From an optimization exercise on the open Yosys and OpenROAD flow, aimed at small area and a short achievable clock period; shortcuts taken in it are not production practice. No functional check of the RTL was part of any run shown here. Power is estimated from default activity; no workload was simulated.

==> flow/design.v <==
`timescale 1ns/1ns
module axis_Gauss_1x5 (
  input  logic       s_axis_aclk,
  input  logic       s_axis_arstn,
  input  logic [7:0] s_axis_tdata,
  input  logic       s_axis_tvalid,
  input  logic       s_axis_tlast,
  output logic [7:0] m_axis_tdata,
  output logic       m_axis_tvalid,
  output logic       m_axis_tlast
);
logic [7:0]  d1, d2, d3, d4;
logic        v1, v2, l1, l2;
logic [13:0] cnt;
logic [9:0] b;
always_ff @(posedge s_axis_aclk) begin
  d1 <= s_axis_tdata;
  d2 <= d1;
  d3 <= d2;
  d4 <= d3;
  v1 <= s_axis_tvalid;
  v2 <= v1;
  l1 <= s_axis_tlast;
  l2 <= l1;
  b <= bnext;
end
always_ff @(posedge s_axis_aclk) begin
  if (!s_axis_arstn || s_axis_tlast)
    cnt <= '0;
  else if (s_axis_tvalid)
    cnt <= cnt + 14'd1;
end
wire edge_pt = (cnt[13:1] == 13'd1);
wire [7:0] x0 = s_axis_tdata;
wire h1_s, h1_c;
gha h1 (.a(d1[0]), .b(d2[1]), .s(h1_s), .co(h1_c));
wire f2_s, f2_c;
gfa f2 (.a(d1[1]), .b(d2[2]), .c(h1_c), .s(f2_s), .co(f2_c));
wire f3_s, f3_c;
gfa f3 (.a(d1[2]), .b(d2[3]), .c(f2_c), .s(f3_s), .co(f3_c));
wire f4_s, f4_c;
gfa f4 (.a(d1[3]), .b(d2[4]), .c(x0[4]), .s(f4_s), .co(f4_c));
wire f5_s, f5_c;
gfa f5 (.a(d1[4]), .b(d2[5]), .c(x0[5]), .s(f5_s), .co(f5_c));
wire f6_s, f6_c;
gfa f6 (.a(d1[5]), .b(d2[6]), .c(x0[6]), .s(f6_s), .co(f6_c));
wire f7_s, f7_c;
gfa f7 (.a(d1[6]), .b(d2[7]), .c(x0[7]), .s(f7_s), .co(f7_c));
wire h8_s, h8_c;
gha h8 (.a(d2[0]), .b(x0[0]), .s(h8_s), .co(h8_c));
wire h9_s, h9_c;
gha h9 (.a(h1_s), .b(x0[1]), .s(h9_s), .co(h9_c));
wire h10_s, h10_c;
gha h10 (.a(f2_s), .b(x0[2]), .s(h10_s), .co(h10_c));
wire h11_s, h11_c;
gha h11 (.a(x0[3]), .b(f3_s), .s(h11_s), .co(h11_c));
wire h12_s, h12_c;
gha h12 (.a(f3_c), .b(f4_s), .s(h12_s), .co(h12_c));
wire h13_s, h13_c;
gha h13 (.a(f4_c), .b(f5_s), .s(h13_s), .co(h13_c));
wire h14_s, h14_c;
gha h14 (.a(f5_c), .b(f6_s), .s(h14_s), .co(h14_c));
wire h15_s, h15_c;
gha h15 (.a(f6_c), .b(f7_s), .s(h15_s), .co(h15_c));
wire h16_s, h16_c;
gha h16 (.a(d1[7]), .b(f7_c), .s(h16_s), .co(h16_c));
wire q17_x;
g_ao21 q17 (.a(h9_c), .b(h9_s), .c(h8_c), .x(q17_x));
wire q18_x;
g_and2 q18 (.a(h9_s), .b(h8_s), .x(q18_x));
wire q19_x;
g_ao21 q19 (.a(h11_c), .b(h11_s), .c(h10_c), .x(q19_x));
wire q20_x;
g_and2 q20 (.a(h11_s), .b(h10_s), .x(q20_x));
wire q21_x;
g_ao21 q21 (.a(h13_c), .b(h13_s), .c(h12_c), .x(q21_x));
wire q22_x;
g_and2 q22 (.a(h13_s), .b(h12_s), .x(q22_x));
wire q23_x;
g_ao21 q23 (.a(h15_c), .b(h15_s), .c(h14_c), .x(q23_x));
wire q24_x;
g_and2 q24 (.a(h15_s), .b(h14_s), .x(q24_x));
wire q25_x;
g_ao21 q25 (.a(h10_c), .b(h10_s), .c(q17_x), .x(q25_x));
wire q26_x;
g_and2 q26 (.a(h10_s), .b(q18_x), .x(q26_x));
wire q27_x;
g_ao21 q27 (.a(q19_x), .b(q20_x), .c(q17_x), .x(q27_x));
wire q28_x;
g_and2 q28 (.a(q20_x), .b(q18_x), .x(q28_x));
wire q29_x;
g_ao21 q29 (.a(h14_c), .b(h14_s), .c(q21_x), .x(q29_x));
wire q30_x;
g_and2 q30 (.a(h14_s), .b(q22_x), .x(q30_x));
wire q31_x;
g_ao21 q31 (.a(q23_x), .b(q24_x), .c(q21_x), .x(q31_x));
wire q32_x;
g_and2 q32 (.a(q24_x), .b(q22_x), .x(q32_x));
wire q33_x;
g_ao21 q33 (.a(h12_c), .b(h12_s), .c(q27_x), .x(q33_x));
wire q34_x;
g_and2 q34 (.a(h12_s), .b(q28_x), .x(q34_x));
wire q35_x;
g_ao21 q35 (.a(q21_x), .b(q22_x), .c(q27_x), .x(q35_x));
wire q36_x;
g_and2 q36 (.a(q22_x), .b(q28_x), .x(q36_x));
wire q37_x;
g_ao21 q37 (.a(q29_x), .b(q30_x), .c(q27_x), .x(q37_x));
wire q38_x;
g_and2 q38 (.a(q30_x), .b(q28_x), .x(q38_x));
wire q39_x;
g_ao21 q39 (.a(q31_x), .b(q32_x), .c(q27_x), .x(q39_x));
wire q40_x;
g_and2 q40 (.a(q32_x), .b(q28_x), .x(q40_x));
wire q41_x;
g_ao21 q41 (.a(h16_c), .b(h16_s), .c(q39_x), .x(q41_x));
wire q42_x;
g_and2 q42 (.a(h16_s), .b(q40_x), .x(q42_x));
wire q43_x;
g_xor2 q43 (.a(h9_s), .b(h8_c), .x(q43_x));
wire q44_x;
g_xor2 q44 (.a(h10_s), .b(q17_x), .x(q44_x));
wire q45_x;
g_xor2 q45 (.a(h11_s), .b(q25_x), .x(q45_x));
wire q46_x;
g_xor2 q46 (.a(h12_s), .b(q27_x), .x(q46_x));
wire q47_x;
g_xor2 q47 (.a(h13_s), .b(q33_x), .x(q47_x));
wire q48_x;
g_xor2 q48 (.a(h14_s), .b(q35_x), .x(q48_x));
wire q49_x;
g_xor2 q49 (.a(h15_s), .b(q37_x), .x(q49_x));
wire q50_x;
g_xor2 q50 (.a(h16_s), .b(q39_x), .x(q50_x));
wire q51_x;
g_xor2 q51 (.a(1'b0), .b(q41_x), .x(q51_x));
wire [9:0] bnext = {q51_x, q50_x, q49_x, q48_x, q47_x, q46_x, q45_x, q44_x, q43_x, h8_s};
wire h52_s, h52_c;
gha h52 (.a(d4[1]), .b(d2[0]), .s(h52_s), .co(h52_c));
wire f53_s, f53_c;
gfa f53 (.a(d4[2]), .b(d2[1]), .c(d2[0]), .s(f53_s), .co(f53_c));
wire i54 = ~d4[0];
wire f55_s, f55_c;
gfa f55 (.a(i54), .b(h52_c), .c(f53_s), .s(f55_s), .co(f55_c));
wire h56_s, h56_c;
gha h56 (.a(x0[2]), .b(f55_s), .s(h56_s), .co(h56_c));
wire i57 = ~d2[2];
wire f58_s, f58_c;
gfa f58 (.a(d4[3]), .b(d4[1]), .c(i57), .s(f58_s), .co(f58_c));
wire i59 = ~f58_s;
wire f60_s, f60_c;
gfa f60 (.a(d2[1]), .b(f53_c), .c(i59), .s(f60_s), .co(f60_c));
wire f61_s, f61_c;
gfa f61 (.a(f55_c), .b(x0[3]), .c(f60_s), .s(f61_s), .co(f61_c));
wire h62_s, h62_c;
gha h62 (.a(h56_c), .b(f61_s), .s(h62_s), .co(h62_c));
wire f63_s, f63_c;
gfa f63 (.a(b[0]), .b(d4[4]), .c(d2[3]), .s(f63_s), .co(f63_c));
wire i64 = ~d4[2];
wire f65_s, f65_c;
gfa f65 (.a(i64), .b(d2[2]), .c(d4[3]), .s(f65_s), .co(f65_c));
wire i66 = ~f58_c;
wire f67_s, f67_c;
gfa f67 (.a(i66), .b(f63_s), .c(f65_s), .s(f67_s), .co(f67_c));
wire f68_s, f68_c;
gfa f68 (.a(x0[4]), .b(f60_c), .c(f67_s), .s(f68_s), .co(f68_c));
wire i69 = ~x0[2];
wire f70_s, f70_c;
gfa f70 (.a(i69), .b(f61_c), .c(f68_s), .s(f70_s), .co(f70_c));
wire f71_s, f71_c;
gfa f71 (.a(b[1]), .b(d4[3]), .c(b[0]), .s(f71_s), .co(f71_c));
wire f72_s, f72_c;
gfa f72 (.a(d4[5]), .b(d4[0]), .c(d2[4]), .s(f72_s), .co(f72_c));
wire f73_s, f73_c;
gfa f73 (.a(d2[3]), .b(f63_c), .c(f65_c), .s(f73_s), .co(f73_c));
wire i74 = ~f71_s;
wire f75_s, f75_c;
gfa f75 (.a(i74), .b(f72_s), .c(x0[5]), .s(f75_s), .co(f75_c));
wire f76_s, f76_c;
gfa f76 (.a(x0[0]), .b(f73_s), .c(f67_c), .s(f76_s), .co(f76_c));
wire i77 = ~x0[3];
wire f78_s, f78_c;
gfa f78 (.a(i77), .b(f75_s), .c(f68_c), .s(f78_s), .co(f78_c));
wire h79_s, h79_c;
gha h79 (.a(f76_s), .b(f70_c), .s(h79_s), .co(h79_c));
wire f80_s, f80_c;
gfa f80 (.a(d4[6]), .b(d4[1]), .c(d2[5]), .s(f80_s), .co(f80_c));
wire i81 = ~d2[4];
wire f82_s, f82_c;
gfa f82 (.a(b[2]), .b(d4[4]), .c(i81), .s(f82_s), .co(f82_c));
wire i83 = ~f71_c;
wire f84_s, f84_c;
gfa f84 (.a(i83), .b(f72_c), .c(f80_s), .s(f84_s), .co(f84_c));
wire i85 = ~f82_s;
wire f86_s, f86_c;
gfa f86 (.a(i85), .b(f73_c), .c(x0[6]), .s(f86_s), .co(f86_c));
wire i87 = ~x0[4];
wire f88_s, f88_c;
gfa f88 (.a(i87), .b(x0[1]), .c(f84_s), .s(f88_s), .co(f88_c));
wire f89_s, f89_c;
gfa f89 (.a(f75_c), .b(f76_c), .c(f86_s), .s(f89_s), .co(f89_c));
wire f90_s, f90_c;
gfa f90 (.a(f88_s), .b(f78_c), .c(f89_s), .s(f90_s), .co(f90_c));
wire f91_s, f91_c;
gfa f91 (.a(d4[7]), .b(d4[2]), .c(d2[6]), .s(f91_s), .co(f91_c));
wire i92 = ~d2[5];
wire f93_s, f93_c;
gfa f93 (.a(b[3]), .b(d4[5]), .c(i92), .s(f93_s), .co(f93_c));
wire i94 = ~f82_c;
wire f95_s, f95_c;
gfa f95 (.a(f80_c), .b(i94), .c(f91_s), .s(f95_s), .co(f95_c));
wire i96 = ~f93_s;
wire f97_s, f97_c;
gfa f97 (.a(i96), .b(f84_c), .c(x0[7]), .s(f97_s), .co(f97_c));
wire i98 = ~x0[5];
wire f99_s, f99_c;
gfa f99 (.a(i98), .b(x0[2]), .c(f95_s), .s(f99_s), .co(f99_c));
wire f100_s, f100_c;
gfa f100 (.a(f86_c), .b(f88_c), .c(f97_s), .s(f100_s), .co(f100_c));
wire f101_s, f101_c;
gfa f101 (.a(f99_s), .b(f89_c), .c(f100_s), .s(f101_s), .co(f101_c));
wire f102_s, f102_c;
gfa f102 (.a(b[0]), .b(d4[3]), .c(d2[7]), .s(f102_s), .co(f102_c));
wire i103 = ~d2[6];
wire f104_s, f104_c;
gfa f104 (.a(b[4]), .b(d4[6]), .c(i103), .s(f104_s), .co(f104_c));
wire i105 = ~f93_c;
wire f106_s, f106_c;
gfa f106 (.a(f91_c), .b(i105), .c(f102_s), .s(f106_s), .co(f106_c));
wire i107 = ~f95_c;
wire f108_s, f108_c;
gfa f108 (.a(f104_s), .b(i107), .c(x0[6]), .s(f108_s), .co(f108_c));
wire f109_s, f109_c;
gfa f109 (.a(x0[3]), .b(f106_s), .c(f97_c), .s(f109_s), .co(f109_c));
wire i110 = ~f108_s;
wire f111_s, f111_c;
gfa f111 (.a(f99_c), .b(i110), .c(f100_c), .s(f111_s), .co(f111_c));
wire h112_s, h112_c;
gha h112 (.a(f109_s), .b(f101_c), .s(h112_s), .co(h112_c));
wire f113_s, f113_c;
gfa f113 (.a(b[1]), .b(d4[4]), .c(d2[7]), .s(f113_s), .co(f113_c));
wire i114 = ~f102_c;
wire f115_s, f115_c;
gfa f115 (.a(b[5]), .b(d4[7]), .c(i114), .s(f115_s), .co(f115_c));
wire i116 = ~f104_c;
wire f117_s, f117_c;
gfa f117 (.a(i116), .b(f113_s), .c(f106_c), .s(f117_s), .co(f117_c));
wire f118_s, f118_c;
gfa f118 (.a(x0[7]), .b(i87), .c(f115_s), .s(f118_s), .co(f118_c));
wire i119 = ~f117_s;
wire f120_s, f120_c;
gfa f120 (.a(f108_c), .b(i119), .c(f118_s), .s(f120_s), .co(f120_c));
wire i121 = ~f120_s;
wire f122_s, f122_c;
gfa f122 (.a(f109_c), .b(i121), .c(f111_c), .s(f122_s), .co(f122_c));
wire i123 = ~b[6];
wire f124_s, f124_c;
gfa f124 (.a(i123), .b(b[2]), .c(d4[5]), .s(f124_s), .co(f124_c));
wire i125 = ~f115_c;
wire f126_s, f126_c;
gfa f126 (.a(f113_c), .b(f124_s), .c(i125), .s(f126_s), .co(f126_c));
wire i127 = ~f118_c;
wire f128_s, f128_c;
gfa f128 (.a(x0[5]), .b(f117_c), .c(i127), .s(f128_s), .co(f128_c));
wire i129 = ~f120_c;
wire f130_s, f130_c;
gfa f130 (.a(f126_s), .b(i129), .c(f128_s), .s(f130_s), .co(f130_c));
wire f131_s, f131_c;
gfa f131 (.a(b[7]), .b(b[3]), .c(d4[6]), .s(f131_s), .co(f131_c));
wire f132_s, f132_c;
gfa f132 (.a(f124_c), .b(f131_s), .c(x0[6]), .s(f132_s), .co(f132_c));
wire f133_s, f133_c;
gfa f133 (.a(f126_c), .b(f132_s), .c(f128_c), .s(f133_s), .co(f133_c));
wire f134_s, f134_c;
gfa f134 (.a(b[8]), .b(b[4]), .c(d4[7]), .s(f134_s), .co(f134_c));
wire i135 = ~b[7];
wire f136_s, f136_c;
gfa f136 (.a(i135), .b(f131_c), .c(f134_s), .s(f136_s), .co(f136_c));
wire f137_s, f137_c;
gfa f137 (.a(x0[7]), .b(f136_s), .c(f132_c), .s(f137_s), .co(f137_c));
wire i138 = ~b[8];
wire f139_s, f139_c;
gfa f139 (.a(b[9]), .b(b[5]), .c(i138), .s(f139_s), .co(f139_c));
wire f140_s, f140_c;
gfa f140 (.a(f134_c), .b(f139_s), .c(f136_c), .s(f140_s), .co(f140_c));
wire i141 = ~b[9];
wire f142_s, f142_c;
gfa f142 (.a(b[6]), .b(i141), .c(f139_c), .s(f142_s), .co(f142_c));
wire i143 = ~x0[0];
wire i144 = ~x0[1];
wire h145_s, h145_c;
gha h145 (.a(d4[0]), .b(x0[0]), .s(h145_s), .co(h145_c));
wire h146_s, h146_c;
gha h146 (.a(h52_s), .b(x0[1]), .s(h146_s), .co(h146_c));
wire h147_s, h147_c;
gha h147 (.a(i143), .b(h56_s), .s(h147_s), .co(h147_c));
wire h148_s, h148_c;
gha h148 (.a(i144), .b(h62_s), .s(h148_s), .co(h148_c));
wire h149_s, h149_c;
gha h149 (.a(h62_c), .b(f70_s), .s(h149_s), .co(h149_c));
wire h150_s, h150_c;
gha h150 (.a(f78_s), .b(h79_s), .s(h150_s), .co(h150_c));
wire q151_x;
g_ao21 q151 (.a(h146_c), .b(h146_s), .c(h145_c), .x(q151_x));
wire q152_x;
g_and2 q152 (.a(h146_s), .b(h145_s), .x(q152_x));
wire q153_x;
g_ao21 q153 (.a(h148_c), .b(h148_s), .c(h147_c), .x(q153_x));
wire q154_x;
g_and2 q154 (.a(h148_s), .b(h147_s), .x(q154_x));
wire q155_x;
g_ao21 q155 (.a(h150_c), .b(h150_s), .c(h149_c), .x(q155_x));
wire q156_x;
g_and2 q156 (.a(h150_s), .b(h149_s), .x(q156_x));
wire q157_x;
g_ao21 q157 (.a(h147_c), .b(h147_s), .c(q151_x), .x(q157_x));
wire q158_x;
g_and2 q158 (.a(h147_s), .b(q152_x), .x(q158_x));
wire q159_x;
g_ao21 q159 (.a(q153_x), .b(q154_x), .c(q151_x), .x(q159_x));
wire q160_x;
g_and2 q160 (.a(q154_x), .b(q152_x), .x(q160_x));
wire q161_x;
g_ao21 q161 (.a(h149_c), .b(h149_s), .c(q159_x), .x(q161_x));
wire q162_x;
g_and2 q162 (.a(h149_s), .b(q160_x), .x(q162_x));
wire q163_x;
g_ao21 q163 (.a(q155_x), .b(q156_x), .c(q159_x), .x(q163_x));
wire q164_x;
g_and2 q164 (.a(q156_x), .b(q160_x), .x(q164_x));
wire q165_x;
g_ao21 q165 (.a(h146_c), .b(h146_s), .c(h145_c), .x(q165_x));
wire q166_x;
g_ao21 q166 (.a(h147_c), .b(h147_s), .c(q165_x), .x(q166_x));
wire q167_x;
g_ao21 q167 (.a(h148_c), .b(h148_s), .c(q166_x), .x(q167_x));
wire q168_x;
g_ao21 q168 (.a(h149_c), .b(h149_s), .c(q167_x), .x(q168_x));
wire q169_x;
g_ao21 q169 (.a(h150_c), .b(h150_s), .c(q168_x), .x(q169_x));
wire h170_s, h170_c;
gha h170 (.a(f137_s), .b(f133_c), .s(h170_s), .co(h170_c));
wire h171_s, h171_c;
gha h171 (.a(f140_s), .b(f137_c), .s(h171_s), .co(h171_c));
wire h172_s, h172_c;
gha h172 (.a(f142_s), .b(f140_c), .s(h172_s), .co(h172_c));
wire h173_s, h173_c;
gha h173 (.a(i135), .b(f142_c), .s(h173_s), .co(h173_c));
wire h174_s, h174_c;
gha h174 (.a(i138), .b(b[7]), .s(h174_s), .co(h174_c));
wire h175_s, h175_c;
gha h175 (.a(i141), .b(b[8]), .s(h175_s), .co(h175_c));
wire q176_x;
g_ao21 q176 (.a(h171_c), .b(h171_s), .c(h170_c), .x(q176_x));
wire q177_x;
g_and2 q177 (.a(h171_s), .b(h170_s), .x(q177_x));
wire q178_x;
g_ao21 q178 (.a(h173_c), .b(h173_s), .c(h172_c), .x(q178_x));
wire q179_x;
g_and2 q179 (.a(h173_s), .b(h172_s), .x(q179_x));
wire q180_x;
g_ao21 q180 (.a(h175_c), .b(h175_s), .c(h174_c), .x(q180_x));
wire q181_x;
g_and2 q181 (.a(h175_s), .b(h174_s), .x(q181_x));
wire q182_x;
g_ao21 q182 (.a(h172_c), .b(h172_s), .c(q176_x), .x(q182_x));
wire q183_x;
g_and2 q183 (.a(h172_s), .b(q177_x), .x(q183_x));
wire q184_x;
g_ao21 q184 (.a(q178_x), .b(q179_x), .c(q176_x), .x(q184_x));
wire q185_x;
g_and2 q185 (.a(q179_x), .b(q177_x), .x(q185_x));
wire q186_x;
g_ao21 q186 (.a(h174_c), .b(h174_s), .c(q184_x), .x(q186_x));
wire q187_x;
g_and2 q187 (.a(h174_s), .b(q185_x), .x(q187_x));
wire q188_x;
g_ao21 q188 (.a(q180_x), .b(q181_x), .c(q184_x), .x(q188_x));
wire q189_x;
g_and2 q189 (.a(q181_x), .b(q185_x), .x(q189_x));
wire q190_x;
g_xor2 q190 (.a(h171_s), .b(h170_c), .x(q190_x));
wire q191_x;
g_xor2 q191 (.a(h172_s), .b(q176_x), .x(q191_x));
wire q192_x;
g_xor2 q192 (.a(h173_s), .b(q182_x), .x(q192_x));
wire q193_x;
g_xor2 q193 (.a(h174_s), .b(q184_x), .x(q193_x));
wire q194_x;
g_xor2 q194 (.a(h175_s), .b(q186_x), .x(q194_x));
wire h195_s, h195_c;
gha h195 (.a(h79_c), .b(f90_s), .s(h195_s), .co(h195_c));
wire h196_s, h196_c;
gha h196 (.a(f90_c), .b(f101_s), .s(h196_s), .co(h196_c));
wire h197_s, h197_c;
gha h197 (.a(f111_s), .b(h112_s), .s(h197_s), .co(h197_c));
wire h198_s, h198_c;
gha h198 (.a(h112_c), .b(f122_s), .s(h198_s), .co(h198_c));
wire h199_s, h199_c;
gha h199 (.a(f130_s), .b(f122_c), .s(h199_s), .co(h199_c));
wire h200_s, h200_c;
gha h200 (.a(f130_c), .b(f133_s), .s(h200_s), .co(h200_c));
wire [11:0] ua = {q194_x, q193_x, q192_x, q191_x, q190_x, h170_s, h200_s, h199_s, h198_s, h197_s, h196_s, h195_s};
wire [11:0] ub = {1'b0, 1'b0, 1'b0, 1'b0, 1'b0, 1'b0, h200_c, h199_c, h198_c, h197_c, h196_c, h195_c};
wire uc = q169_x;
logic [11:0] oa, ob;
logic oc;
always_ff @(posedge s_axis_aclk) begin
  oa <= edge_pt ? {d2, 4'd0} : ua;
  ob <= edge_pt ? 12'd0 : ub;
  oc <= ~edge_pt & uc;
  m_axis_tvalid <= v2;
  m_axis_tlast  <= l2 & ~edge_pt;
end
assign m_axis_tdata = {oa[11] ^ (1'b0 | oa[10] & 1'b0 | oa[10] & oa[9] & 1'b0 | oa[10] & oa[9] & oa[8] & 1'b0 | oa[10] & oa[9] & oa[8] & oa[7] & 1'b0 | oa[10] & oa[9] & oa[8] & oa[7] & oa[6] & ob[5] | oa[10] & oa[9] & oa[8] & oa[7] & oa[6] & oa[5] & ob[4] | oa[10] & oa[9] & oa[8] & oa[7] & oa[6] & oa[5] & oa[4] & ob[3] | oa[10] & oa[9] & oa[8] & oa[7] & oa[6] & oa[5] & oa[4] & oa[3] & ob[2] | oa[10] & oa[9] & oa[8] & oa[7] & oa[6] & oa[5] & oa[4] & oa[3] & oa[2] & ob[1] | oa[10] & oa[9] & oa[8] & oa[7] & oa[6] & oa[5] & oa[4] & oa[3] & oa[2] & oa[1] & ob[0] | oa[10] & oa[9] & oa[8] & oa[7] & oa[6] & oa[5] & oa[4] & oa[3] & oa[2] & oa[1] & oa[0] & oc), oa[10] ^ (1'b0 | oa[9] & 1'b0 | oa[9] & oa[8] & 1'b0 | oa[9] & oa[8] & oa[7] & 1'b0 | oa[9] & oa[8] & oa[7] & oa[6] & ob[5] | oa[9] & oa[8] & oa[7] & oa[6] & oa[5] & ob[4] | oa[9] & oa[8] & oa[7] & oa[6] & oa[5] & oa[4] & ob[3] | oa[9] & oa[8] & oa[7] & oa[6] & oa[5] & oa[4] & oa[3] & ob[2] | oa[9] & oa[8] & oa[7] & oa[6] & oa[5] & oa[4] & oa[3] & oa[2] & ob[1] | oa[9] & oa[8] & oa[7] & oa[6] & oa[5] & oa[4] & oa[3] & oa[2] & oa[1] & ob[0] | oa[9] & oa[8] & oa[7] & oa[6] & oa[5] & oa[4] & oa[3] & oa[2] & oa[1] & oa[0] & oc), oa[9] ^ (1'b0 | oa[8] & 1'b0 | oa[8] & oa[7] & 1'b0 | oa[8] & oa[7] & oa[6] & ob[5] | oa[8] & oa[7] & oa[6] & oa[5] & ob[4] | oa[8] & oa[7] & oa[6] & oa[5] & oa[4] & ob[3] | oa[8] & oa[7] & oa[6] & oa[5] & oa[4] & oa[3] & ob[2] | oa[8] & oa[7] & oa[6] & oa[5] & oa[4] & oa[3] & oa[2] & ob[1] | oa[8] & oa[7] & oa[6] & oa[5] & oa[4] & oa[3] & oa[2] & oa[1] & ob[0] | oa[8] & oa[7] & oa[6] & oa[5] & oa[4] & oa[3] & oa[2] & oa[1] & oa[0] & oc), oa[8] ^ (1'b0 | oa[7] & 1'b0 | oa[7] & oa[6] & ob[5] | oa[7] & oa[6] & oa[5] & ob[4] | oa[7] & oa[6] & oa[5] & oa[4] & ob[3] | oa[7] & oa[6] & oa[5] & oa[4] & oa[3] & ob[2] | oa[7] & oa[6] & oa[5] & oa[4] & oa[3] & oa[2] & ob[1] | oa[7] & oa[6] & oa[5] & oa[4] & oa[3] & oa[2] & oa[1] & ob[0] | oa[7] & oa[6] & oa[5] & oa[4] & oa[3] & oa[2] & oa[1] & oa[0] & oc), oa[7] ^ (1'b0 | oa[6] & ob[5] | oa[6] & oa[5] & ob[4] | oa[6] & oa[5] & oa[4] & ob[3] | oa[6] & oa[5] & oa[4] & oa[3] & ob[2] | oa[6] & oa[5] & oa[4] & oa[3] & oa[2] & ob[1] | oa[6] & oa[5] & oa[4] & oa[3] & oa[2] & oa[1] & ob[0] | oa[6] & oa[5] & oa[4] & oa[3] & oa[2] & oa[1] & oa[0] & oc), oa[6] ^ (ob[5] | oa[5] & ob[4] | oa[5] & oa[4] & ob[3] | oa[5] & oa[4] & oa[3] & ob[2] | oa[5] & oa[4] & oa[3] & oa[2] & ob[1] | oa[5] & oa[4] & oa[3] & oa[2] & oa[1] & ob[0] | oa[5] & oa[4] & oa[3] & oa[2] & oa[1] & oa[0] & oc), oa[5] ^ (ob[4] | oa[4] & ob[3] | oa[4] & oa[3] & ob[2] | oa[4] & oa[3] & oa[2] & ob[1] | oa[4] & oa[3] & oa[2] & oa[1] & ob[0] | oa[4] & oa[3] & oa[2] & oa[1] & oa[0] & oc), oa[4] ^ (ob[3] | oa[3] & ob[2] | oa[3] & oa[2] & ob[1] | oa[3] & oa[2] & oa[1] & ob[0] | oa[3] & oa[2] & oa[1] & oa[0] & oc)};
endmodule
module g_maj3 (
  input  logic a,
  input  logic b,
  input  logic c,
  output logic x
);
assign x = (a & b) | (a & c) | (b & c);
endmodule
module g_or2 (
  input  logic a,
  input  logic b,
  output logic x
);
assign x = a | b;
endmodule
module g_and2 (
  input  logic a,
  input  logic b,
  output logic x
);
assign x = a & b;
endmodule
module g_xor2 (
  input  logic a,
  input  logic b,
  output logic x
);
assign x = a ^ b;
endmodule
module g_ao21 (
  input  logic a,
  input  logic b,
  input  logic c,
  output logic x
);
assign x = a | (b & c);
endmodule
module gha (
  input  logic a,
  input  logic b,
  output logic s,
  output logic co
);
assign s  = a ^ b;
assign co = a & b;
endmodule
module gfa (
  input  logic a,
  input  logic b,
  input  logic c,
  output logic s,
  output logic co
);
assign s  = a ^ b ^ c;
assign co = (a & b) | (a & c) | (b & c);
endmodule
==> flow/flow/run.sh <==
#!/bin/bash
# Layout flow: the standard flow, with plain buffers on the ports and a clock
# tree of small buffers without dummy loads.
export BUFFER_PORTS_ARGS="-buffer_cell sky130_fd_sc_hd__buf_2"
export CTS_ARGS="-sink_clustering_enable -repair_clock_nets -dont_use_dummy_load -buf_list \"sky130_fd_sc_hd__clkbuf_4 sky130_fd_sc_hd__clkbuf_8\""
bash standard.sh > standard.log 2>&1
==> flow/standard.sh <==
#!/bin/bash
# synth_recipe.tcl (not shown) runs the flow's synth.tcl, then flattens the netlist and writes it again
# the make line also repeats each setting of config.mk as NAME=value (left out here)
make -C /OpenROAD-flow-scripts/flow DESIGN_CONFIG=/design/flow/config.mk WORK_HOME=/design/flow/orfs CLKGATE_MAP_FILE= SYNTH_SCRIPT=/design/flow/synth_recipe.tcl "${@:-finish}"
==> flow/config.mk <==
export PLATFORM = sky130hd
export DESIGN_NAME = axis_Gauss_1x5
export DESIGN_NICKNAME = axis_Gauss_1x5
export VERILOG_FILES = /design/flow/design.v
export SDC_FILE = /design/flow/constraint.sdc
export NUM_CORES = 4
export LEC_CHECK = 0
export CAP_MARGIN = 20
export CORE_MARGIN = 2
export CORE_UTILIZATION = 40
export SETUP_SLACK_MARGIN = 4.3
export SLEW_MARGIN = 20
export SYNTH_HIERARCHICAL = 1
export SYNTH_MINIMUM_KEEP_SIZE = 0
==> flow/constraint.sdc <==
create_clock -name core_clock -period 8.0 [get_ports {s_axis_aclk}]
set_input_delay 1.6000 -clock core_clock [delete_from_list [all_inputs] [get_ports {s_axis_aclk}]]
set_output_delay 1.6000 -clock core_clock [all_outputs]
set_load 0.01 [all_outputs]
==> results of run 1 <==
==> metal layers <==
metal | vias to the layer above | part of all wire | global-route usage | wire length (um)
li1 | 1214 | - | - | -
met1 | 1192 | 0.45 | 0.179 | 3390
met2 | 31 | 0.50 | 0.257 | 3750
met3 | 9 | 0.032 | 0.0430 | 243
met4 | 0 | 0.014 | 0.0495 | 108
met5 | - | 0 | 0 | 0
==> state kept, by name, indices dropped and copies added (netlist names) <==
signal         flops
l2                 1
l1                 1
b                 10
d3                 8
m_axis_tvalid      1
m_axis_tlast       1
oa                12
oc                 1
d2                 8
d1                 8
ob                 6
cnt               14
d4                 8
v2                 1
v1                 1
==> area by class of cell <==
type / instances / share of cell area
inverter: 34 / 0.0297
sequential: 81 / 0.337
multi-input combinational: 242 / 0.549
timing repair buffer: 21 / 0.0222
clock buffer: 9 / 0.0256
tap: 140 / 0.0361
==> synthesized netlist by cell type <==
master	instances
a21o_1	23
a21oi_1	4
a21oi_2	1
and2_1	18
and3_1	3
and4_1	1
buf_2	1
buf_6	1
clkbuf_1	2
conb_1	1
dfxtp_1	81
fa_1	61
ha_1	34
inv_1	34
mux2_2	4
mux2i_1	1
nand2_1	10
nand2b_1	2
nand3_1	7
nand4_1	7
nor2_1	15
nor2b_1	1
nor3_1	3
nor4_1	1
nor4b_1	1
o21ai_0	7
or3_1	2
or3_2	1
or4b_4	1
xnor2_1	9
xor2_1	24
==> metrics by stage <==
step	utilization	setup slack, ns	total power (uW)	hold WS, ns	instance area (um2)
3_5_place_dp	0.436	3.94	1790	0.312	4700
4_1_cts	0.448	4.31	2030	0.327	4830
3_3_place_gp	0.436	3.96	1780	0.310	4700
5_1_grt	0.449	4.28	2270	0.332	4850
6_report	0.449	4.32	1990	0.326	4850
2_1_floorplan	-	4.27	1540	0.310	4450
==> per-module statistics from Yosys (local to each module, per instance) <==
module	cell area, um2	times used	flops+latches
g_and2	6.26	6	0
g_xor2	8.76	14	0
axis_Gauss_1x5	2430	1	81
gfa	20.0	61	0
gha	12.5	33	0
g_ao21	7.51	23	0
==> repair_timing <==
action,CTS,global route
setup buffers,0,0
endpoints found under the setup margin,1,2
endpoints found under the hold margin,0,0
gates resized for setup,4,6
==> worst max-delay path: stages <==
cell      delay, ns
clkbuf_4       0.20
inv_16         0.08
fa_2           0.18
inv_2          0.04
fa_2           0.33
fa_2           0.36
ha_4           0.17
a21o_1         0.20
a21o_1         0.18
a21o_1         0.16
xor2_1         0.15
mux2_4         0.25
==> worst max-delay path by stage <==
stage	to	slack, ns	cells past startpoint
floorplan	oa[11]	4.27	11
global placement	oa[4]	3.96	8
detailed placement	oa[4]	3.94	8
CTS	oa[4]	4.31	8
global route	oa[11]	4.28	11
finish	oa[11]	4.32	12
==> kinds of logic after synthesis <==
group / after synthesis / share of synthesized area
adders and majority gates: 95 / 0.374
buffers and inverters: 38 / 0.0344
AOI/OAI and AO/OA: 35 / 0.0538
other: 1 / 0.000852
and+or+nand+nor: 73 / 0.0899
DFF: 81 / 0.369
xor gates and xnor gates: 33 / 0.0657
muxes: 5 / 0.0125
==> power by group <==
group | switching (uW) | total [uW] | internal (uW)
Combinational | 564 | 1200 | 636
Sequential | 60.4 | 569 | 508
Clock | 126 | 226 | 101
Total | 750 | 1990 | 1240
==> flow_summary.yaml, run 1 <==
status:
  status: "finished clean"
placement:
  io_buffers: 21
  gp_congestion: 0.825
  dp_hpwl_mm: 6.14
  dp_cells: 518
power_and_ir_drop:
  power_density_nw_per_um2: 412
  p_leak_uw: 0.00221
  vdd_drop_max_mv: 0.235
layout:
  drive_gt1_frac: 0.137
  final_common_cell: "dfxtp_1"
  layout_common_cells: "dfxtp_1, fa_1, ha_1"
  final_cells: 527
  regArea_um2: 1630
  syn_to_final_growth_pct: 10.2
  nFillCells: 1001
  antenna_cells: 0
  nets: 496
  multi_input_area_um2: 2660
grt:
  grt_pass1_wl_mm: 13.0
  grt_pass1_vias: 2747
  antenna_found_initial: 0
  grt_max_degree: 25
  gr-total-overflow: 0
  grtUsageTotal: 0.149
timing:
  drv_slew: 0
  hold_viol_final: 0
  finalSetupViolCount: 0
  fin_crit_ns: 3.68
  rsz0062_at_grt: "true"
  max_freq_mhz: 272
  max-slew-margin-rel: 0.416
  skew_ns: 0.0226
  fin_setup_tns_ns: 0
  period_share: 0.460
  worst_pin_slew_ns: 0.873
route:
  wl_mm: 7.50
  via_per_inst: 4.64
  num_vias: 2446
  wire_per_inst_um: 14.2
  remaining_drc_errors: 0
  dr.pass1.iters: 4
  drt_iter0_drc: 64
  ant_nets: 0
clock_tree:
  cts_tree: "built"
  h-tree-depth: 3
  clk_path_buf_depth: 2
  cts_buffers: 9
  cts.sinks: 81
  worstSkewPairLatency_ns: 0.36
  cts_hold_buf: 0
  clk_pin_slew_ns: 0.06
  clock-root-buffer: "clkbuf_8"
min_path:
  min_to: "d4[1]"
  hold_path_depth: 0
  min_from: "d3[1]"
  worstHoldPathType: "register to register"
synth:
  synth_top_area_cell: "dfxtp_1"
  syn-instance-count: 361
  ys_warn_count: 7
  synthTopCellsByArea: "dfxtp_1, fa_1, ha_1"
  syn_area_per_cell_um2: 12.2
  synthesis.nets: 468
  syn_area_um2: 4400
  synth-seq-cells: 81
  ys_types: 31
  yosysSeqAreaShare: 0.369
  yosysTopAreaCellShare: 0.369
critical_path:
  arrival_ns: 3.90
  critPathCaptureType: "register"
  reg2reg_to: "oa[11]"
  r2r-start: "d2[7]"
  critPathLaunchType: "primary input"
  r2r_cells: 11
  path_class: "primary input to register"
  cp-startpoint: "s_axis_tdata[4]"
  crit_fanout: 4
  reg2reg_slack_ns: 4.40
  cp_data_required_time_ns: 8.23
die:
  die_x_um: 109
  die_h_um: 109
  core_area_um2: 10800
  ios: 22
  die_area_um2: 11900
  std_cell_rows: 38
  start_util: 0.408
run:
  cap_violations: 0
==> inputs of run 2 (changes only) <==
--- a/flow/design.v
+++ b/flow/design.v
@@ -340,67 +340,57 @@
 g_ao21 q169 (.a(h150_c), .b(h150_s), .c(q168_x), .x(q169_x));
 wire h170_s, h170_c;
-gha h170 (.a(f137_s), .b(f133_c), .s(h170_s), .co(h170_c));
+gha h170 (.a(f140_s), .b(f137_c), .s(h170_s), .co(h170_c));
 wire h171_s, h171_c;
-gha h171 (.a(f140_s), .b(f137_c), .s(h171_s), .co(h171_c));
+gha h171 (.a(f142_s), .b(f140_c), .s(h171_s), .co(h171_c));
 wire h172_s, h172_c;
-gha h172 (.a(f142_s), .b(f140_c), .s(h172_s), .co(h172_c));
+gha h172 (.a(i135), .b(f142_c), .s(h172_s), .co(h172_c));
 wire h173_s, h173_c;
-gha h173 (.a(i135), .b(f142_c), .s(h173_s), .co(h173_c));
+gha h173 (.a(i138), .b(b[7]), .s(h173_s), .co(h173_c));
 wire h174_s, h174_c;
-gha h174 (.a(i138), .b(b[7]), .s(h174_s), .co(h174_c));
-wire h175_s, h175_c;
-gha h175 (.a(i141), .b(b[8]), .s(h175_s), .co(h175_c));
+gha h174 (.a(i141), .b(b[8]), .s(h174_s), .co(h174_c));
+wire q175_x;
+g_ao21 q175 (.a(h171_c), .b(h171_s), .c(h170_c), .x(q175_x));
 wire q176_x;
-g_ao21 q176 (.a(h171_c), .b(h171_s), .c(h170_c), .x(q176_x));
+g_and2 q176 (.a(h171_s), .b(h170_s), .x(q176_x));
 wire q177_x;
-g_and2 q177 (.a(h171_s), .b(h170_s), .x(q177_x));
+g_ao21 q177 (.a(h173_c), .b(h173_s), .c(h172_c), .x(q177_x));
 wire q178_x;
-g_ao21 q178 (.a(h173_c), .b(h173_s), .c(h172_c), .x(q178_x));
+g_and2 q178 (.a(h173_s), .b(h172_s), .x(q178_x));
 wire q179_x;
-g_and2 q179 (.a(h173_s), .b(h172_s), .x(q179_x));
+g_ao21 q179 (.a(h172_c), .b(h172_s), .c(q175_x), .x(q179_x));
 wire q180_x;
-g_ao21 q180 (.a(h175_c), .b(h175_s), .c(h174_c), .x(q180_x));
+g_and2 q180 (.a(h172_s), .b(q176_x), .x(q180_x));
 wire q181_x;
-g_and2 q181 (.a(h175_s), .b(h174_s), .x(q181_x));
+g_ao21 q181 (.a(q177_x), .b(q178_x), .c(q175_x), .x(q181_x));
 wire q182_x;
-g_ao21 q182 (.a(h172_c), .b(h172_s), .c(q176_x), .x(q182_x));
+g_and2 q182 (.a(q178_x), .b(q176_x), .x(q182_x));
 wire q183_x;
-g_and2 q183 (.a(h172_s), .b(q177_x), .x(q183_x));
+g_ao21 q183 (.a(h174_c), .b(h174_s), .c(q181_x), .x(q183_x));
 wire q184_x;
-g_ao21 q184 (.a(q178_x), .b(q179_x), .c(q176_x), .x(q184_x));
+g_and2 q184 (.a(h174_s), .b(q182_x), .x(q184_x));
 wire q185_x;
-g_and2 q185 (.a(q179_x), .b(q177_x), .x(q185_x));
+g_xor2 q185 (.a(h171_s), .b(h170_c), .x(q185_x));
 wire q186_x;
-g_ao21 q186 (.a(h174_c), .b(h174_s), .c(q184_x), .x(q186_x));
+g_xor2 q186 (.a(h172_s), .b(q175_x), .x(q186_x));
 wire q187_x;
-g_and2 q187 (.a(h174_s), .b(q185_x), .x(q187_x));
+g_xor2 q187 (.a(h173_s), .b(q179_x), .x(q187_x));
 wire q188_x;
-g_ao21 q188 (.a(q180_x), .b(q181_x), .c(q184_x), .x(q188_x));
-wire q189_x;
-g_and2 q189 (.a(q181_x), .b(q185_x), .x(q189_x));
-wire q190_x;
-g_xor2 q190 (.a(h171_s), .b(h170_c), .x(q190_x));
-wire q191_x;
-g_xor2 q191 (.a(h172_s), .b(q176_x), .x(q191_x));
-wire q192_x;
-g_xor2 q192 (.a(h173_s), .b(q182_x), .x(q192_x));
-wire q193_x;
-g_xor2 q193 (.a(h174_s), .b(q184_x), .x(q193_x));
-wire q194_x;
-g_xor2 q194 (.a(h175_s), .b(q186_x), .x(q194_x));
+g_xor2 q188 (.a(h174_s), .b(q181_x), .x(q188_x));
+wire h189_s, h189_c;
+gha h189 (.a(h79_c), .b(f90_s), .s(h189_s), .co(h189_c));
+wire h190_s, h190_c;
+gha h190 (.a(f90_c), .b(f101_s), .s(h190_s), .co(h190_c));
+wire h191_s, h191_c;
+gha h191 (.a(f111_s), .b(h112_s), .s(h191_s), .co(h191_c));
+wire h192_s, h192_c;
+gha h192 (.a(h112_c), .b(f122_s), .s(h192_s), .co(h192_c));
+wire h193_s, h193_c;
+gha h193 (.a(f130_s), .b(f122_c), .s(h193_s), .co(h193_c));
+wire h194_s, h194_c;
+gha h194 (.a(f130_c), .b(f133_s), .s(h194_s), .co(h194_c));
 wire h195_s, h195_c;
-gha h195 (.a(h79_c), .b(f90_s), .s(h195_s), .co(h195_c));
-wire h196_s, h196_c;
-gha h196 (.a(f90_c), .b(f101_s), .s(h196_s), .co(h196_c));
-wire h197_s, h197_c;
-gha h197 (.a(f111_s), .b(h112_s), .s(h197_s), .co(h197_c));
-wire h198_s, h198_c;
-gha h198 (.a(h112_c), .b(f122_s), .s(h198_s), .co(h198_c));
-wire h199_s, h199_c;
-gha h199 (.a(f130_s), .b(f122_c), .s(h199_s), .co(h199_c));
-wire h200_s, h200_c;
-gha h200 (.a(f130_c), .b(f133_s), .s(h200_s), .co(h200_c));
-wire [11:0] ua = {q194_x, q193_x, q192_x, q191_x, q190_x, h170_s, h200_s, h199_s, h198_s, h197_s, h196_s, h195_s};
-wire [11:0] ub = {1'b0, 1'b0, 1'b0, 1'b0, 1'b0, 1'b0, h200_c, h199_c, h198_c, h197_c, h196_c, h195_c};
+gha h195 (.a(f137_s), .b(f133_c), .s(h195_s), .co(h195_c));
+wire [11:0] ua = {q188_x, q187_x, q186_x, q185_x, h170_s, h195_s, h194_s, h193_s, h192_s, h191_s, h190_s, h189_s};
+wire [11:0] ub = {1'b0, 1'b0, 1'b0, 1'b0, 1'b0, h195_c, h194_c, h193_c, h192_c, h191_c, h190_c, h189_c};
 wire uc = q169_x;
 logic [11:0] oa, ob;
@@ -413,5 +403,5 @@
   m_axis_tlast  <= l2 & ~edge_pt;
 end
-assign m_axis_tdata = {oa[11] ^ (1'b0 | oa[10] & 1'b0 | oa[10] & oa[9] & 1'b0 | oa[10] & oa[9] & oa[8] & 1'b0 | oa[10] & oa[9] & oa[8] & oa[7] & 1'b0 | oa[10] & oa[9] & oa[8] & oa[7] & oa[6] & ob[5] | oa[10] & oa[9] & oa[8] & oa[7] & oa[6] & oa[5] & ob[4] | oa[10] & oa[9] & oa[8] & oa[7] & oa[6] & oa[5] & oa[4] & ob[3] | oa[10] & oa[9] & oa[8] & oa[7] & oa[6] & oa[5] & oa[4] & oa[3] & ob[2] | oa[10] & oa[9] & oa[8] & oa[7] & oa[6] & oa[5] & oa[4] & oa[3] & oa[2] & ob[1] | oa[10] & oa[9] & oa[8] & oa[7] & oa[6] & oa[5] & oa[4] & oa[3] & oa[2] & oa[1] & ob[0] | oa[10] & oa[9] & oa[8] & oa[7] & oa[6] & oa[5] & oa[4] & oa[3] & oa[2] & oa[1] & oa[0] & oc), oa[10] ^ (1'b0 | oa[9] & 1'b0 | oa[9] & oa[8] & 1'b0 | oa[9] & oa[8] & oa[7] & 1'b0 | oa[9] & oa[8] & oa[7] & oa[6] & ob[5] | oa[9] & oa[8] & oa[7] & oa[6] & oa[5] & ob[4] | oa[9] & oa[8] & oa[7] & oa[6] & oa[5] & oa[4] & ob[3] | oa[9] & oa[8] & oa[7] & oa[6] & oa[5] & oa[4] & oa[3] & ob[2] | oa[9] & oa[8] & oa[7] & oa[6] & oa[5] & oa[4] & oa[3] & oa[2] & ob[1] | oa[9] & oa[8] & oa[7] & oa[6] & oa[5] & oa[4] & oa[3] & oa[2] & oa[1] & ob[0] | oa[9] & oa[8] & oa[7] & oa[6] & oa[5] & oa[4] & oa[3] & oa[2] & oa[1] & oa[0] & oc), oa[9] ^ (1'b0 | oa[8] & 1'b0 | oa[8] & oa[7] & 1'b0 | oa[8] & oa[7] & oa[6] & ob[5] | oa[8] & oa[7] & oa[6] & oa[5] & ob[4] | oa[8] & oa[7] & oa[6] & oa[5] & oa[4] & ob[3] | oa[8] & oa[7] & oa[6] & oa[5] & oa[4] & oa[3] & ob[2] | oa[8] & oa[7] & oa[6] & oa[5] & oa[4] & oa[3] & oa[2] & ob[1] | oa[8] & oa[7] & oa[6] & oa[5] & oa[4] & oa[3] & oa[2] & oa[1] & ob[0] | oa[8] & oa[7] & oa[6] & oa[5] & oa[4] & oa[3] & oa[2] & oa[1] & oa[0] & oc), oa[8] ^ (1'b0 | oa[7] & 1'b0 | oa[7] & oa[6] & ob[5] | oa[7] & oa[6] & oa[5] & ob[4] | oa[7] & oa[6] & oa[5] & oa[4] & ob[3] | oa[7] & oa[6] & oa[5] & oa[4] & oa[3] & ob[2] | oa[7] & oa[6] & oa[5] & oa[4] & oa[3] & oa[2] & ob[1] | oa[7] & oa[6] & oa[5] & oa[4] & oa[3] & oa[2] & oa[1] & ob[0] | oa[7] & oa[6] & oa[5] & oa[4] & oa[3] & oa[2] & oa[1] & oa[0] & oc), oa[7] ^ (1'b0 | oa[6] & ob[5] | oa[6] & oa[5] & ob[4] | oa[6] & oa[5] & oa[4] & ob[3] | oa[6] & oa[5] & oa[4] & oa[3] & ob[2] | oa[6] & oa[5] & oa[4] & oa[3] & oa[2] & ob[1] | oa[6] & oa[5] & oa[4] & oa[3] & oa[2] & oa[1] & ob[0] | oa[6] & oa[5] & oa[4] & oa[3] & oa[2] & oa[1] & oa[0] & oc), oa[6] ^ (ob[5] | oa[5] & ob[4] | oa[5] & oa[4] & ob[3] | oa[5] & oa[4] & oa[3] & ob[2] | oa[5] & oa[4] & oa[3] & oa[2] & ob[1] | oa[5] & oa[4] & oa[3] & oa[2] & oa[1] & ob[0] | oa[5] & oa[4] & oa[3] & oa[2] & oa[1] & oa[0] & oc), oa[5] ^ (ob[4] | oa[4] & ob[3] | oa[4] & oa[3] & ob[2] | oa[4] & oa[3] & oa[2] & ob[1] | oa[4] & oa[3] & oa[2] & oa[1] & ob[0] | oa[4] & oa[3] & oa[2] & oa[1] & oa[0] & oc), oa[4] ^ (ob[3] | oa[3] & ob[2] | oa[3] & oa[2] & ob[1] | oa[3] & oa[2] & oa[1] & ob[0] | oa[3] & oa[2] & oa[1] & oa[0] & oc)};
+assign m_axis_tdata = {oa[11] ^ (1'b0 | oa[10] & 1'b0 | oa[10] & oa[9] & 1'b0 | oa[10] & oa[9] & oa[8] & 1'b0 | oa[10] & oa[9] & oa[8] & oa[7] & ob[6] | oa[10] & oa[9] & oa[8] & oa[7] & oa[6] & ob[5] | oa[10] & oa[9] & oa[8] & oa[7] & oa[6] & oa[5] & ob[4] | oa[10] & oa[9] & oa[8] & oa[7] & oa[6] & oa[5] & oa[4] & ob[3] | oa[10] & oa[9] & oa[8] & oa[7] & oa[6] & oa[5] & oa[4] & oa[3] & ob[2] | oa[10] & oa[9] & oa[8] & oa[7] & oa[6] & oa[5] & oa[4] & oa[3] & oa[2] & ob[1] | oa[10] & oa[9] & oa[8] & oa[7] & oa[6] & oa[5] & oa[4] & oa[3] & oa[2] & oa[1] & ob[0] | oa[10] & oa[9] & oa[8] & oa[7] & oa[6] & oa[5] & oa[4] & oa[3] & oa[2] & oa[1] & oa[0] & oc), oa[10] ^ (1'b0 | oa[9] & 1'b0 | oa[9] & oa[8] & 1'b0 | oa[9] & oa[8] & oa[7] & ob[6] | oa[9] & oa[8] & oa[7] & oa[6] & ob[5] | oa[9] & oa[8] & oa[7] & oa[6] & oa[5] & ob[4] | oa[9] & oa[8] & oa[7] & oa[6] & oa[5] & oa[4] & ob[3] | oa[9] & oa[8] & oa[7] & oa[6] & oa[5] & oa[4] & oa[3] & ob[2] | oa[9] & oa[8] & oa[7] & oa[6] & oa[5] & oa[4] & oa[3] & oa[2] & ob[1] | oa[9] & oa[8] & oa[7] & oa[6] & oa[5] & oa[4] & oa[3] & oa[2] & oa[1] & ob[0] | oa[9] & oa[8] & oa[7] & oa[6] & oa[5] & oa[4] & oa[3] & oa[2] & oa[1] & oa[0] & oc), oa[9] ^ (1'b0 | oa[8] & 1'b0 | oa[8] & oa[7] & ob[6] | oa[8] & oa[7] & oa[6] & ob[5] | oa[8] & oa[7] & oa[6] & oa[5] & ob[4] | oa[8] & oa[7] & oa[6] & oa[5] & oa[4] & ob[3] | oa[8] & oa[7] & oa[6] & oa[5] & oa[4] & oa[3] & ob[2] | oa[8] & oa[7] & oa[6] & oa[5] & oa[4] & oa[3] & oa[2] & ob[1] | oa[8] & oa[7] & oa[6] & oa[5] & oa[4] & oa[3] & oa[2] & oa[1] & ob[0] | oa[8] & oa[7] & oa[6] & oa[5] & oa[4] & oa[3] & oa[2] & oa[1] & oa[0] & oc), oa[8] ^ (1'b0 | oa[7] & ob[6] | oa[7] & oa[6] & ob[5] | oa[7] & oa[6] & oa[5] & ob[4] | oa[7] & oa[6] & oa[5] & oa[4] & ob[3] | oa[7] & oa[6] & oa[5] & oa[4] & oa[3] & ob[2] | oa[7] & oa[6] & oa[5] & oa[4] & oa[3] & oa[2] & ob[1] | oa[7] & oa[6] & oa[5] & oa[4] & oa[3] & oa[2] & oa[1] & ob[0] | oa[7] & oa[6] & oa[5] & oa[4] & oa[3] & oa[2] & oa[1] & oa[0] & oc), oa[7] ^ (ob[6] | oa[6] & ob[5] | oa[6] & oa[5] & ob[4] | oa[6] & oa[5] & oa[4] & ob[3] | oa[6] & oa[5] & oa[4] & oa[3] & ob[2] | oa[6] & oa[5] & oa[4] & oa[3] & oa[2] & ob[1] | oa[6] & oa[5] & oa[4] & oa[3] & oa[2] & oa[1] & ob[0] | oa[6] & oa[5] & oa[4] & oa[3] & oa[2] & oa[1] & oa[0] & oc), oa[6] ^ (ob[5] | oa[5] & ob[4] | oa[5] & oa[4] & ob[3] | oa[5] & oa[4] & oa[3] & ob[2] | oa[5] & oa[4] & oa[3] & oa[2] & ob[1] | oa[5] & oa[4] & oa[3] & oa[2] & oa[1] & ob[0] | oa[5] & oa[4] & oa[3] & oa[2] & oa[1] & oa[0] & oc), oa[5] ^ (ob[4] | oa[4] & ob[3] | oa[4] & oa[3] & ob[2] | oa[4] & oa[3] & oa[2] & ob[1] | oa[4] & oa[3] & oa[2] & oa[1] & ob[0] | oa[4] & oa[3] & oa[2] & oa[1] & oa[0] & oc), oa[4] ^ (ob[3] | oa[3] & ob[2] | oa[3] & oa[2] & ob[1] | oa[3] & oa[2] & oa[1] & ob[0] | oa[3] & oa[2] & oa[1] & oa[0] & oc)};
 endmodule
 module g_maj3 (
==> flow_summary.yaml, run 2 <==
timing:
  drv_slew: 0
  max_freq_mhz: 276
  max-slew-margin-rel: 0.609
  rsz0062_at_grt: "false"
  worst_pin_slew_ns: 0.585
  fin_setup_tns_ns: 0
  hold_viol_final: 0
  fin_crit_ns: 3.63
  period_share: 0.453
  whs_ns: 0.326
  finalSetupViolCount: 0
  skew_ns: 0.0157
min_path:
  worstHoldPathType: "register to register"
  min_from: "d3[0]"
  min_to: "d4[0]"
  hold_path_depth: 0
synth:
  synthTopCellsByArea: "dfxtp_1, fa_1, ha_1"
  yosysMostFrequentCell: "dfxtp_1"
  ys_top_cells_by_count: "dfxtp_1, fa_1, inv_1"
  synth_top_area_cell: "dfxtp_1"
  yosysTopAreaCellShare: 0.371
  synthXorXnorAreaFrac: 0.0593
  yosysSeqAreaShare: 0.371
  ys_warn_count: 7
  synth_top_family_by_area: "adder cells"
  synth-compound-area-share: 0.0689
  synthAdderAreaFrac: 0.372
  synthesis.nets: 472
  synth-async-reset-ratio: 0
  syn_area_per_cell_um2: 12.1
  synth-seq-cells: 82
  syn_area_um2: 4430
  synth_simple_gate_area_frac: 0.0836
  ys_types: 32
  syn-instance-count: 365
  synth_ff_type: "dfxtp_1"
  synth_edf_count: 0
  synth_mux_area_frac: 0.0124
die:
  std_cell_rows: 38
  start_util: 0.409
  ios: 22
  die_x_um: 109
  die_area_um2: 11900
  die_h_um: 109
  core_area_um2: 10800
layout:
  multi_input_area_um2: 2650
  nets: 501
  reg_top3: "cnt (14), oa (12), b (10)"
  regArea_um2: 1640
  antenna_cells: 0
  nFillCells: 996
  syn_to_final_growth_pct: 9.07
  largest_reg_flops: 14
  regMostFlops: "cnt"
  drive_gt1_frac: 0.105
  post-route-util: 0.446
  final_common_cell: "dfxtp_1"
  layout_common_cells: "dfxtp_1, fa_1, inv_1"
clock_tree:
  clock-root-buffer: "clkbuf_8"
  h-tree-depth: 3
  cts.sinks: 82
  clk_pin_slew_ns: 0.07
  clk_path_buf_depth: 2
  cts_hold_buf: 0
  worstSkewPairLatency_ns: 0.36
  cts_tree: "built"
  cts_buffers: 9
grt:
  grtUsageTotal: 0.151
  grt_max_degree: 26
  grt_pass1_wl_mm: 13.1
  grt_pass1_vias: 2707
  antenna_found_initial: 0
  gr-total-overflow: 0
route:
  wire_per_inst_um: 14.3
  drt_iter0_drc: 75
  wl_mm: 7.59
  ant_nets: 0
  dr.pass1.iters: 6
  num_vias: 2469
  via_per_inst: 4.64
  remaining_drc_errors: 0
critical_path:
  critPathLaunchType: "primary input"
  path_class: "primary input to register"
  crit_fanout: 4
  r2r-start: "d4[2]"
  r2r_cells: 9
  arrival_ns: 3.87
  critPathCaptureType: "register"
  cp_data_required_time_ns: 8.24
  reg2reg_to: "oa[4]"
  reg2reg_slack_ns: 4.44
placement:
  io_buffers: 21
  gp_congestion: 0.826
  dp_hpwl_mm: 6.24
power_and_ir_drop:
  power_density_nw_per_um2: 392
  vdd_drop_max_mv: 0.170
  p_leak_uw: 0.00224
run:
  cap_violations: 0
status:
  status: "finished clean"
[run 2: cell count changes after synthesis, moves of 2 or more]
cell,previous run,this run
xnor2_1,9,6
nand3_1,7,0
nand2_1,10,15
a21o_1,23,25
o21ai_1,0,4
nor3_1,3,1
a21oi_1,4,7
or3_1,2,4
[run 2: kinds of logic (layout without fill, tap and decap cells)]
kind of cell | after synthesis | count (layout)
buffers and inverters | 38 | 65
AND/OR/NAND/NOR | 68 | 68
other | 1 | 1
XOR/XNOR | 30 | 30
multiplexers | 5 | 5
AO/OA/AOI/OAI | 46 | 46
adder cells (fa/ha/maj) | 95 | 95
flip-flops | 82 | 82
[run 2: worst max-delay path by stage]
stage | startpoint | to | slack (ns) | cells after the start
after detailed placement | s_axis_tdata[4] | oa[4] | 3.98 | 8
after CTS | d4[2] | oa[4] | 4.34 | 9
after floorplan | s_axis_tdata[7] | oa[4] | 4.28 | 6
after global placement | s_axis_tdata[4] | oa[4] | 4.00 | 8
after global routing | s_axis_tdata[4] | oa[4] | 4.30 | 8
final | s_axis_tdata[4] | oa[4] | 4.37 | 8
[run 2: routing by layer]
metal / vias up / share of wire / global-route usage
li1: 1244 / - / -
met1: 1185 / 0.47 / 0.186
met2: 27 / 0.47 / 0.246
met3: 13 / 0.033 / 0.0418
met4: 0 / 0.025 / 0.0687
met5: - / 0 / 0
[run 2: final cells by class]
class                           count  share of cell area
Inverter                           35              0.0272
Multi-Input combinational cell    245               0.549
Tap cell                          140              0.0363
Timing Repair Buffer               21              0.0218
Clock buffer                        9              0.0256
Sequential cell                    82               0.340
[run 2: per-module statistics from Yosys, one instance, submodules excluded]
module,flip-flops and latches,cells,cell area [um2],copies in the design
gha,0,1,12.5,33
gfa,0,1,20.0,61
g_and2,0,1,6.26,6
axis_Gauss_1x5,82,230,2480,1
g_xor2,0,1,8.76,13
g_ao21,0,1,7.51,22
[run 2: report_power, final]
group / switching, uW / total (uW) / leakage (uW) / internal (uW)
logic: 517 / 1080 / 0.00149 / 566
clock network: 127 / 228 / 0.0000647 / 100
registers: 68.3 / 582 / 0.000686 / 514
total: 713 / 1890 / 0.00224 / 1180
[run 2: timing repair]
item                       4_1_cts  5_1_grt
gates resized for setup          0        2
setup endpoints to repair        0        2
setup buffers                    0        0
hold endpoints to repair         0        0
[run 2: per-stage QoR]
stage | total power, uW | setup WS [ns] | std cells | cell area, um2
4_1_cts | 1930 | 4.34 | 532 | 4830
6_report | 1890 | 4.37 | 532 | 4830
3_5_place_dp | 1690 | 3.98 | 523 | 4700
5_1_grt | 2160 | 4.30 | 532 | 4830
3_3_place_gp | 1670 | 4.00 | 523 | 4700
2_1_floorplan | 1430 | 4.28 | 365 | 4440
[run 2: critical path, cell delays in order]
cell and delay, ns:
buf_2 0.17, inv_1 0.11, fa_2 0.37, fa_2 0.37, fa_2 0.35, fa_1 0.37, ha_1 0.27, mux2_2 0.26

-- port drivers added, routing unchanged --
No port has a modelled driver above. Below, the same layouts with a new extraction and two added sets of constraints.
Step 1: set_driving_cell puts a clkbuf_16 on s_axis_aclk and a buf_2 on each other input, an assumption about the parent block.
Step 2 also shifts input and output timing later by t, the mid clock arrival at the registers, as if the neighbouring blocks saw the same clock.
a / b / c = ideal / step 1 / step 2; a / b = the first two.
run | t, ns | setup slack, ns | hold WS [ns]
run 1 | 0.380 | 4.323 / 4.334 / 3.954 | 0.326 / 0.326 / 0.326
run 2 | 0.382 | 4.373 / 4.386 / 4.004 | 0.326 / 0.326 / 0.326
After both steps setup and hold are still met in every run listed.
